Source: an optimization exercise on an open RTL-to-GDS flow (aim: small area). Production flows keep margins and buffers that such runs may drop.
Only the layout flow was run in this run; the RTL was not checked for function there.
Power is estimated from default activity; no workload was simulated.

[design.v]
module FMA_8bit(
input wire [7:0] a,
input wire signed [7:0] b, c,
input wire signed_num,
output wire signed [7:0] result
);
wire [3:0] b_truncated, c_truncated;
assign b_truncated = b[3:0];
assign c_truncated = c[3:0];
wire signed [8:0] summand = (signed_num & a[7]) ? ({1'b1,a}) : ({1'b0,a});
wire signed [8:0] signed_product = b_truncated * c_truncated;
wire signed [9:0] sum = summand + signed_product;
assign result = sum[7:0];  
endmodule
module ProcessingElement(
input wire clk,
input wire reset_n,
input wire signed_num,
input wire weight_ctr, systolic_ctr, FMA_ctr,
input wire [7:0] FMA_input, systolic_input, weight_input,
output wire [7:0] systolic_fwd, weight_fwd,
output wire [7:0] FMA_result
);
reg [7:0] weight;
reg [7:0] systolic;
reg [7:0] add;
assign systolic_fwd = systolic;
assign weight_fwd = weight;
FMA_8bit FMA(.a(add),
             .b(systolic),
             .c(weight),
             .signed_num(signed_num),
             .result(FMA_result));
always @(posedge clk) begin
    if(!reset_n) begin
        weight <= 8'b0;
        systolic <= 8'b0;
        add <= 8'b0;
    end else begin
        if(weight_ctr)
            weight <= weight_input;
        if(systolic_ctr)
            systolic <= systolic_input;
        if(FMA_ctr)
            add <= FMA_input;
    end
end
endmodule
module MatrixArray #(parameter N = 4) (
input wire clk,
input wire reset_n,
input wire weight_ctr, systolic_ctr, FMA_ctr,
input wire [N-1:0][7:0] systolic_input,
input wire [N-1:0][7:0] weight_input,
output wire [N-1:0][7:0] result
);
genvar i, j;
generate
    wire [N-1:0][N-1:0][7:0] systolic_in;
    wire [N-1:0][N-1:0][7:0] systolic_out;
    wire [N-1:0][N-1:0][7:0] weight_in;
    wire [N-1:0][N-1:0][7:0] weight_out;
    wire [N-1:0][N-1:0][7:0] FMA_in;
    wire [N-1:0][N-1:0][7:0] FMA_out;
    for (i = 0; i <= N-1; i=i+1) begin
        for (j = 0; j <= N-1; j=j+1) begin
            ProcessingElement PE (
                .clk(clk),
                .reset_n(reset_n),
                .signed_num(1'b0),  
                .weight_ctr(weight_ctr),
                .systolic_ctr(systolic_ctr),
                .FMA_ctr(FMA_ctr),
                .FMA_input(FMA_in[i][j]),
                .systolic_input(systolic_in[i][j]),
                .weight_input(weight_in[i][j]),
                .systolic_fwd(systolic_out[i][j]),
                .weight_fwd(weight_out[i][j]),
                .FMA_result(FMA_out[i][j])
            );
            assign FMA_in[i][j] = ((i == 0) ? (8'h00) : (FMA_out[i-1][j]));
            assign systolic_in[i][j] = ((j == 0) ? (systolic_input[i]) : (systolic_out[i][j-1]));
            assign weight_in[i][j] = ((i == 0) ? (weight_input[j]) : (weight_out[i-1][j]));
            if (i == N-1) begin : g_result
                assign result[j] = FMA_out[N-1][j];
            end
        end
    end
endgenerate
endmodule
module BitwiseOrN #(parameter N = 4) (
    input logic [N-1:0][7:0] in_values,
    output logic [7:0] out_result
);
    integer i;
    always_comb begin
        out_result = 8'b0;
        for (i = 0; i < N; i = i + 1) begin
            out_result = out_result | in_values[i];
        end
    end
endmodule
module Demux1toN #(
    parameter N = 8   
)(
    input  logic [7:0] data_in,                  
    input  logic [$clog2(N)-1:0] select,        
    output logic [N-1:0][7:0] data_out             
);
    integer i;
    always_comb begin
        for (i = 0; i < N; i = i + 1) begin
            data_out[i] = 8'b0;  
        end
        data_out[select] = data_in;  
    end
endmodule
module SystolicArranger #(parameter N = 4) (
input wire clk,
input wire reset_n,
input wire systolic_ctr,
input wire systolic_en,
input wire [8*N*N-1 : 0] systolic_in,
output wire [N-1:0][7:0] systolic_out
);
reg [8*N*N-1 : 0] systolic;
reg [($clog2(2*N-1)) : 0] count;
reg [N-1:0][N-1:0] counter;
localparam [N-1:0] counter_mask = 1;
always @(posedge clk) begin
    if(!reset_n) begin
        count <= 0;
        for (int i = N-1; i >= 0; i=i-1) begin
            counter[i] <= 0;
        end
        systolic <= 0;
    end else begin
        if(systolic_en) begin
            systolic <= systolic_in;
        end else if(systolic_ctr) begin
            if(count < (2*N-1)) begin
                for (int i = N-1; i >= 1; i=i-1) begin
                    counter[i] <= counter[i-1];
                end
                counter[0] <= (count == 0) ? (8'h1) : (counter[0] << 1);
                count <= count + 1;
            end else begin
                count <= 0;
                for (int i = N-1; i >= 0; i=i-1) begin
                    counter[i] <= 0;
                end
            end
        end else begin
            count <= 0;
            for (int i = N-1; i >= 0; i=i-1) begin
                counter[i] <= 0;
            end
        end
    end
end
genvar k, j;
generate
    wire [N-1:0][N-1:0][7:0] mux_in;
    wire [N-1:0][N-1:0][7:0] mux_out;
    for (k = 0; k <= N-1; k=k+1) begin
        for (j = 0; j <= N-1; j=j+1) begin
            assign mux_in[k][j] = (count == 0) ? (systolic_in[ ((k*N+j)<<3)+7 : ((k*N+j)<<3) ]) : (systolic[ ((k*N+j)<<3)+7 : ((k*N+j)<<3) ]);
            assign mux_out[k][j] = ((counter[k] >> j) & counter_mask) ? (mux_in[k][j]) : (8'h0);
        end
        BitwiseOrN #(N) OR_N (
            .in_values(mux_out[k]),
            .out_result(systolic_out[k])
        );
    end
endgenerate 
endmodule
module WeightArranger #(parameter N = 4) (
input wire clk,
input wire reset_n,
input wire weight_ctr,
input wire weight_en,
input wire [8*N*N-1 : 0] weight_in,
output reg [N-1:0][7:0] weight_out
);
reg [($clog2(N)) : 0] count;
reg [8*N*N-1 : 0] weight;
always @(posedge clk) begin
    if(!reset_n) begin
        count <= 0;
        weight <= 0;
        for (int i = N-1; i >= 0; i=i-1) begin
            weight_out[i] <= 0;
        end
    end else begin
        if(weight_en) begin
            weight <= weight_in;
        end else if(weight_ctr) begin
            if(count < N) begin
                for(int j = N-1; j >= 0; j--) begin
                    weight_out[j] <= (weight >> ((N * j + (N - 1 - count)) << 3));
                end
                count <= count + 1;
            end else begin
                count <= 0;
                for(int j = N-1; j >= 0; j--) begin
                    weight_out[j] <= 0;
                end
            end
        end else begin
            count <= 0;
            for (int i = N-1; i >= 0; i=i-1) begin
                weight_out[i] <= 0;
            end
        end
    end
end
endmodule
module ResultArranger #(parameter N = 4) (
input wire clk,
input wire reset_n,
input wire start_arranging,
input wire [N-1:0][7:0] in_data,
output wire [8*N*N-1 : 0] out_data
);
reg [8*N*N-1 : 0] result;
reg [ $clog2(2*N) : 0 ] count;
wire [8*N*N-1 : 0] merged;
assign out_data = result;
always @(posedge clk) begin
    if(!reset_n) begin
        result <= 0;
        count <= 0;
    end else begin
        if(start_arranging) begin
            if(count < (2*N)) begin
                result <= result | merged;
                count <= count + 1;
            end 
        end else begin
            result <= 0;
            count <= 0;
        end 
    end
end
genvar k;
generate
    wire [N-1:0][N-1:0][7:0] dmux_out;
    wire [N-1:0][7:0] dmux_out_or;
    for (k = 0; k <= N-1; k=k+1) begin
        wire [$clog2(N)-1:0] select = count - k;
        Demux1toN #(N) DEMUX_N (
            .data_in(in_data[k]),         
            .select(select),  
            .data_out(dmux_out[N - 1 - k])       
        );
        BitwiseOrN #(N) OR_N (
            .in_values(dmux_out[N - 1 - k]),
            .out_result(dmux_out_or[k])
        );
        assign merged[ (((N*(k+1)) << 3) - 1):((N*k) << 3) ] = dmux_out_or[k] << ((count - k - 1) << 3);
    end
endgenerate 
endmodule
module sram_reg_file #(
    parameter N = 4,    
    parameter K = 8       
)(
    input  logic clk,              
    input  logic write_enable,     
    input  logic [$clog2(K)-1:0] write_address,  
    input  logic [(8*N*N)-1:0] write_data,  
    input  logic [$clog2(K)-1:0] read_address,  
    input  logic reg_in,
    output logic [(8*N*N)-1:0] read_data  
);
    logic [(8*N*N)-1:0] reg_file [K];
    always_ff @(posedge clk) begin
        if (write_enable & reg_in)
            reg_file[write_address] <= write_data;
    end
    assign read_data = reg_file[read_address];
endmodule
module control #(parameter N = 4, parameter K = 8) (
    input logic clk,
    input logic rst_n,
    input logic s_update,
    input logic [2 + $clog2(K) : 0] instruction,
    output logic [11:0] control_signals,
    output logic [$clog2(K)-1 : 0] instr_reg
);
    typedef enum logic [3:0] {
        Start, Decode, RHM, LW, LW_Wait, LS, LS_Wait, Result_Wait, MM_Result, WHM
    } state_t;
    typedef enum logic [2:0] {
        RHW_op, LW_op, LS_op, MM_op, WHM_op
    } opcode_t;
    state_t current_state, next_state;
    reg [2 + $clog2(K) : 0] instr;
    reg [$clog2(2*N) : 0] count;
    wire [2:0] opcode;
    assign opcode = instr[$clog2(K)+2:$clog2(K)];
    assign instr_reg = instr[$clog2(K)-1 : 0];
    always_ff @(posedge clk or negedge rst_n) begin
        if (!rst_n) begin
            current_state <= Start;
            instr <= '0;
            count <= '0;
        end else begin
            current_state <= next_state;
            instr <= (next_state == Decode) ? (instruction) : ((next_state == Start) ? ('0) : (instr));
            case(next_state)
            LW_Wait:        count <= (current_state != next_state) ? (N) : (count - 1);
            LS_Wait:        count <= (current_state != next_state) ? (N-1) : (count - 1);
            Result_Wait:    count <= (current_state != next_state) ? ((2*N) - 1) : (count - 1);
            default:        count <= '0;
            endcase
        end
    end
    always_comb begin
        next_state = current_state;
        case (current_state)
            Start: begin
                next_state = (s_update) ? (Decode) : (Start);
            end
            Decode: begin
                case (instr[$clog2(K)+2:$clog2(K)])  
                    RHW_op:  next_state = RHM;
                    LW_op:   next_state = LW;
                    LS_op:   next_state = LS;
                    MM_op:   next_state = LS_Wait;
                    WHM_op:  next_state = WHM;
                    default: next_state = Start;
                endcase
            end
            RHM:            next_state = Start;
            LW:             next_state = LW_Wait;
            LW_Wait:        next_state = (count == 0) ? (Start) : (LW_Wait);
            LS:             next_state = Start;
            LS_Wait:        next_state = (count == 0) ? (Result_Wait) : (LS_Wait);
            Result_Wait:    next_state = (count == 0) ? (MM_Result) : (Result_Wait);
            MM_Result:      next_state = Start;
            WHM:            next_state = Start;
            default:        next_state = Start;
        endcase
    end
    always_comb begin
        control_signals = 12'b000000000000;
        case (current_state)
            Start:          control_signals = 12'b000000000000;
            Decode:         control_signals = 12'b000000000000;
            RHM:            control_signals = 12'b010110000000;
            LW:             control_signals = 12'b001001000000;
            LW_Wait:        control_signals = 12'b000000100000;
            LS:             control_signals = 12'b001000010000;
            LS_Wait:        control_signals = 12'b000000001100;
            Result_Wait:    control_signals = 12'b000000001101;
            MM_Result:      control_signals = 12'b000110000010;
            WHM:            control_signals = 12'b101000000000;
            default:        control_signals = 12'b000000000000;
        endcase
    end
endmodule
module scan_chain #(parameter N = 4, parameter K = 8) (
    input  logic s_clk,
    input  logic s_rst_n,
    input  logic s_update,
    input  logic s_in,
    output logic s_out,
    output logic [8*N*N-1 : 0] data,
    input  logic [8*N*N-1 : 0] result,
    output logic [2 + $clog2(K) : 0] instruction,
    input  logic data_out
);
    localparam W = 3 + $clog2(K) + 8*N*N;
    reg [W-1:0] chain;
    always_ff @(posedge s_clk) begin
        if (!s_rst_n) begin
            chain <= '0;
        end else if (data_out) begin
            chain[8*N*N-1:0] <= result;
        end else if (!s_update) begin
            chain <= {s_in, chain[W-1:1]};
        end
    end
    assign s_out       = chain[0];
    assign data        = chain[8*N*N-1:0];
    assign instruction = chain[W-1:8*N*N];
endmodule
module tpu #(parameter N = 4, parameter K = 8) (
    input logic s_clk,              
    input logic s_rst_n,            
    input logic s_update,           
    input logic s_in,               
    output logic s_out              
);
wire [8*N*N-1 : 0] sc_data;
wire [2 + $clog2(K) : 0] sc_instruction;
wire [N-1:0][7:0] matrix_result;
wire [N-1:0][7:0] systolic_out;
wire [N-1:0][7:0] weight_out;
wire [$clog2(K)-1 : 0] instr_reg;
wire [8*N*N-1 : 0] arranged_result;
wire [8*N*N-1 : 0] read_data;
wire [11:0] control_signals;
wire weight_ctr, systolic_ctr, FMA_ctr;
wire write_en; 
wire start_arranging;
wire result_en, data_in, reg_out;
wire weight_en, systolic_en, data_out, reg_in;
wire [8*N*N-1 : 0] bus;
assign bus = (result_en) ? (arranged_result) :
             (data_in)   ? (sc_data)         :
             (reg_out)   ? (read_data)       :
             {(8*N*N){1'b0}};
assign start_arranging =    control_signals[0];
assign result_en =          control_signals[1];
assign FMA_ctr =            control_signals[2];
assign systolic_ctr =       control_signals[3];
assign systolic_en =        control_signals[4];
assign weight_ctr =         control_signals[5];
assign weight_en =          control_signals[6];
assign write_en =           control_signals[7];
assign reg_in =             control_signals[8];
assign reg_out =            control_signals[9];
assign data_in =            control_signals[10];
assign data_out =           control_signals[11];
scan_chain #( .N(N),
              .K(K) ) scan_chain (
              .s_clk(s_clk),              
              .s_rst_n(s_rst_n),            
              .s_update(s_update),           
              .s_in(s_in),               
              .s_out(s_out),             
              .data(sc_data),  
              .result(bus),  
              .instruction(sc_instruction),  
              .data_out(data_out)
);
sram_reg_file #( .N(N),   
                 .K(K) ) REG_FILE (
                 .clk(s_clk),             
                 .write_enable(write_en),    
                 .write_address(instr_reg),
                 .write_data(bus),   
                 .read_address(instr_reg), 
                 .reg_in(reg_in),
                 .read_data(read_data)   
);
SystolicArranger #( .N(N) ) SystolicBuffer (
                    .clk(s_clk),
                    .reset_n(s_rst_n),
                    .systolic_ctr(systolic_ctr),
                    .systolic_en(systolic_en),
                    .systolic_in(bus),  
                    .systolic_out(systolic_out)
);
WeightArranger #( .N(N) ) WeightBuffer (
                  .clk(s_clk),
                  .reset_n(s_rst_n),
                  .weight_ctr(weight_ctr),
                  .weight_en(weight_en),
                  .weight_in(bus),  
                  .weight_out(weight_out)
);
MatrixArray #( .N(N) ) MMU (
               .clk(s_clk),
               .reset_n(s_rst_n),
               .weight_ctr(weight_ctr),
               .systolic_ctr(systolic_ctr),
               .FMA_ctr(FMA_ctr), 
               .systolic_input(systolic_out),
               .weight_input(weight_out),
               .result(matrix_result)
);
ResultArranger #( .N(N) ) ResultBuffer (
                  .clk(s_clk),
                  .reset_n(s_rst_n),
                  .start_arranging(start_arranging),
                  .in_data(matrix_result),
                  .out_data(arranged_result)  
);
control #( .N(N), 
           .K(K)) Control (
           .clk(s_clk),
           .rst_n(s_rst_n),
           .s_update(s_update),
           .instruction(sc_instruction),
           .control_signals(control_signals),
           .instr_reg(instr_reg)  
);
endmodule
[run.sh]
#!/bin/bash
# synth_recipe.tcl (not shown) runs the flow's synth.tcl, then flattens the netlist and writes it again
# the make line also repeats each setting of config.mk as NAME=value (left out here)
make -C /OpenROAD-flow-scripts/flow DESIGN_CONFIG=/design/flow/config.mk WORK_HOME=/design/flow/orfs CLKGATE_MAP_FILE= SYNTH_SCRIPT=/design/flow/synth_recipe.tcl finish
[config.mk]
export PLATFORM = sky130hd
export DESIGN_NAME = tpu
export DESIGN_NICKNAME = tpu
export VERILOG_FILES = /design/flow/design.v
export SDC_FILE = /design/flow/constraint.sdc
export NUM_CORES = 4
export LEC_CHECK = 0
export CAP_MARGIN = 20
export CORE_MARGIN = 2
export CORE_UTILIZATION = 40
export PLACE_DENSITY = 0.6
export SLEW_MARGIN = 20
[constraint.sdc]
create_clock -name core_clock -period 6.0 [get_ports {s_clk}]
set_input_delay 1.2000 -clock core_clock [delete_from_list [all_inputs] [get_ports {s_clk}]]
set_output_delay 1.2000 -clock core_clock [all_outputs]
set_load 0.01 [all_outputs]
==> summary.txt <==
[cell type report]
cell class                 count  area (µm²)  share of cell area (%)
clock inverter                84         895                    1.04
sequential                  1695       44300                    51.7
tap                         2511        3140                    3.67
multi-input combinational   3882       29800                    34.8
inverter                     328        1240                    1.45
antenna                        4        10.0                  0.0117
timing repair buffer         117        1190                    1.39
clock buffer                 248        5050                    5.90
[critical path, cell delays in order (launching register included)]
cell and delay, ps:
dfxtp_1 410, nand2_1 120, fa_1 520, fa_1 520
fa_1 520, inv_1 50, ha_1 380, nand2_1 120
o21a_1 200, o311ai_1 750, o211ai_1 370, o21ai_0 230
[worst min-delay path by stage]
stage,start,end,slack (ps)
after floorplan,ResultBuffer.result[56]$_SDFFE_PN0N_,ResultBuffer.result[56]$_SDFFE_PN0N_,420
after global placement,ResultBuffer.result[40]$_SDFFE_PN0N_,ResultBuffer.result[40]$_SDFFE_PN0N_,430
after detailed placement,MMU.genblk1[1].genblk1[0].PE.add[6]$_SDFFE_PN0P_,MMU.genblk1[1].genblk1[0].PE.add[6]$_SDFFE_PN0P_,450
after CTS,MMU.genblk1[1].genblk1[0].PE.add[6]$_SDFFE_PN0P_,MMU.genblk1[1].genblk1[0].PE.add[6]$_SDFFE_PN0P_,450
after global routing,MMU.genblk1[3].genblk1[2].PE.add[4]$_SDFFE_PN0P_,MMU.genblk1[3].genblk1[2].PE.add[4]$_SDFFE_PN0P_,470
final,MMU.genblk1[1].genblk1[0].PE.add[6]$_SDFFE_PN0P_,MMU.genblk1[1].genblk1[0].PE.add[6]$_SDFFE_PN0P_,450
[cell usage in the layout, fill, tap and decap left out, types with 42 or more instances in the layout]
master,n
a211oi_1,68
a21o_1,49
a21oi_1,454
a221o_1,42
a221oi_1,85
a22o_1,63
a22oi_1,186
and2_1,177
buf_4,89
clkbuf_16,182
dfxtp_1,657
edfxtp_1,1024
fa_1,124
ha_1,256
inv_1,323
mux2_2,87
mux2i_1,229
mux4_2,136
nand2_1,593
nand3_1,46
nor2_1,359
o21a_1,105
o21ai_0,283
xnor2_1,71
[logic make-up after synthesis]
family,count (synthesis)
adders and majority gates,380
muxes,452
and+or+nand+nor,1379
xor gates and xnor gates,91
DFF,1695
AOI/OAI and AO/OA,1580
buffers and inverters,725
[power by group through the flow]
stage / combinational, W / sequential [W] / clock, W
after global placement: 0.00284 / 0.0135 / 0
after CTS: 0.00290 / 0.0133 / 0.0113
final: 0.00292 / 0.0133 / 0.0111
after detailed placement: 0.00289 / 0.0135 / 0
after global routing: 0.00312 / 0.0133 / 0.0118
after floorplan: 0.00180 / 0.0135 / 0
[through the flow]
stage | total power [W] | instance area (µm²) | util [%]
floorplan | 0.0153 | 77000 | -
global placement | 0.0163 | 79700 | 41.8
detailed placement | 0.0164 | 79700 | 41.8
CTS | 0.0274 | 85600 | 44.9
global route | 0.0282 | 85600 | 44.9
finish | 0.0273 | 85600 | 44.9
[routing by layer]
metal / track usage (%) / share of wire, % / vias to the layer above
li1: - / - / 22995
met4: 7.20 / 3.1 / 2
met1: 30.6 / 44 / 25842
met3: 3.04 / 6.7 / 365
met2: 34.9 / 46 / 1819
met5: 0 / 0.0060 / -
==> impl_metrics.ini <==
[outcome]
status = complete, no violations

[yosys]
synth_compound_area_share_pct = 13.5
ys_top_cells_by_area = edfxtp_1, dfxtp_1, ha_1
ys_seq_area_share_pct = 57.5
synth_top_flop_cell = edfxtp_1
synthAdderAreaFrac_pct = 7.39
synth_top_area_share_pct = 40.0
synth_xor_area_share_pct = 1.07
yosys_warnings = 9
syn_area_per_cell_um2 = 12.2
synth_largest_area_cell = edfxtp_1
synth_top_family_by_area = compound AO/OA/AOI/OAI gates
synth-simple-area-share_pct = 8.28
synthArstFlopShare_pct = 0.826
synthMuxAreaShare_pct = 8.23
synth_cell_types = 88
synthTopCellsByCount = edfxtp_1, dfxtp_1, nand2_1, a21oi_1, nor2_1
syn-num-nets = 6686
ys_ff_latch = 1695
syn_area_um2 = 76900
syn_inst = 6302
synth_edf_count = 1024
yosysMostFrequentCell = edfxtp_1

[power_and_ir_drop]
leakage_nw = 30.7
swShare_pct = 26.2
combPwrFrac_pct = 10.7
p_seq_share_pct = 48.5
irDropWorstVdd_v = 0.000227
power_switching_w = 0.00715
cellPowerDensity_nw_per_um2 = 319
p_int_w = 0.0202
pwr-share-clk_pct = 40.8

[critical_path]
r2r-end = ResultBuffer.result[46]$_SDFFE_PN0N_
cp-startpoint = MMU.genblk1[3].genblk1[1].PE.systolic[0]$_SDFFE_PN0P_
cp.arrival_ps = 4980
r2r_setup_slack_ps = 1790
cp_max_fo = 6
end_kind = flip-flop
r2r_start = MMU.genblk1[3].genblk1[1].PE.systolic[0]$_SDFFE_PN0P_
worst-setup-path-type = flip-flop to flip-flop
cp-endpoint = ResultBuffer.result[46]$_SDFFE_PN0N_
worst_ep_required_time_ps = 6770
r2r_cells = 11
worstSetupStartpointType = flip-flop

[clock_tree]
path_clk_slew_ps = 60
h-tree-depth = 4
clockBufferDepth = 3
cts-buffers-inserted = 176
cts_tree = done
clock-root-buffer = clkbuf_16
clk-insertion-delay-late_ps = 850
cts_resized = 0
post-cts-setup-buffers = 0
cts_sinks = 1695
hold_buffers = 0

[placed_design]
dp_cells = 8533
dp_hpwl_um = 134000
place_ws_ps = 1830
place_congestion = 0.858
io_buffer_count = 4

[global_routing]
grt-ovfl-total = 0
grt_pass1_wl_um = 327000
grt_pass1_vias = 50178
grt_antenna_before_repair = 4
track_usage_pct = 21.9
grt_max_degree = 158

[cells_and_area]
drive_above_1_share_pct = 10.9
top_register = REG_FILE.reg_file
fin_nets = 6584
reg_top3 = REG_FILE.reg_file: 1024 flops, scan_chain.chain: 134 flops, ResultBuffer.result: 128 flops
area_growth_pct = 11.3
num-fill-cells = 17309
layout.cells.non_filler = 8869
largest_reg_flops = 1024

[die]
die_area_um2 = 196000
die_y_um = 443
start_util_pct = 40.4
die_w_um = 443
std_cell_rows = 160
boundaryPins = 5
coreArea_um2 = 191000

[sta]
setup_slack_ps = 1790
relSlewSlack_pct = 15.8
hold_viol_final = 0
fin_crit_sh_pct = 70.1
fin_tns_setup_ps = 0
max_slew.worst_pin.slew_ps = 1250
holdWs_ps = 452
setup_violations = 0
report.final.slew_viol_count = 0
fin_crit_ps = 4210
finClkSkew_ps = 77.6
rsz0062_at_grt = false
fmax_ghz = 0.238

[detailed_routing]
drt_pass1_iterations = 8
drc = 0
drtAntennaViolNets = 0
drt_iter0_drc = 5155
avgRoutedWirePerCell_um = 24.4
routed_wl_um = 216000
vias_per_cell = 5.75
routed-via-count = 51023

[run]
maxCapViolCount = 0

[min_path]
holdPathStages = 2
hp-class = flip-flop to flip-flop

## what the ideal ports hide
The results above use ideal ports. As a check the final layout listed here was re-extracted and re-timed, cells and wires unchanged. Step 1 (the two cells are an assumption about what drives the block):
set clk [get_ports {s_clk}]
set_driving_cell -lib_cell sky130_fd_sc_hd__clkbuf_16 $clk
set_driving_cell -lib_cell sky130_fd_sc_hd__buf_2 [delete_from_list [all_inputs] $clk]
Step 2 times the ports against the registers' clock, not the clock port: input delays grow and output delays shrink by t, the midpoint of the rising clock arrivals with the driver on. a / b / c = no drivers / after step 1 / after step 2; a / b = the first two.
shift t [ns]: 0.902
setup slack, ns: 1.791 / 1.791 / 1.791
clock arrival spread, ns: 0.089 / 0.088
worst data-port slew with drivers (ns): 0.07
cell pins on the clock port's net: 1
After both steps setup and hold are still met in this run. The setup slack of this run moves by 0.000 ns with the drivers and by 0.000 ns with both steps.
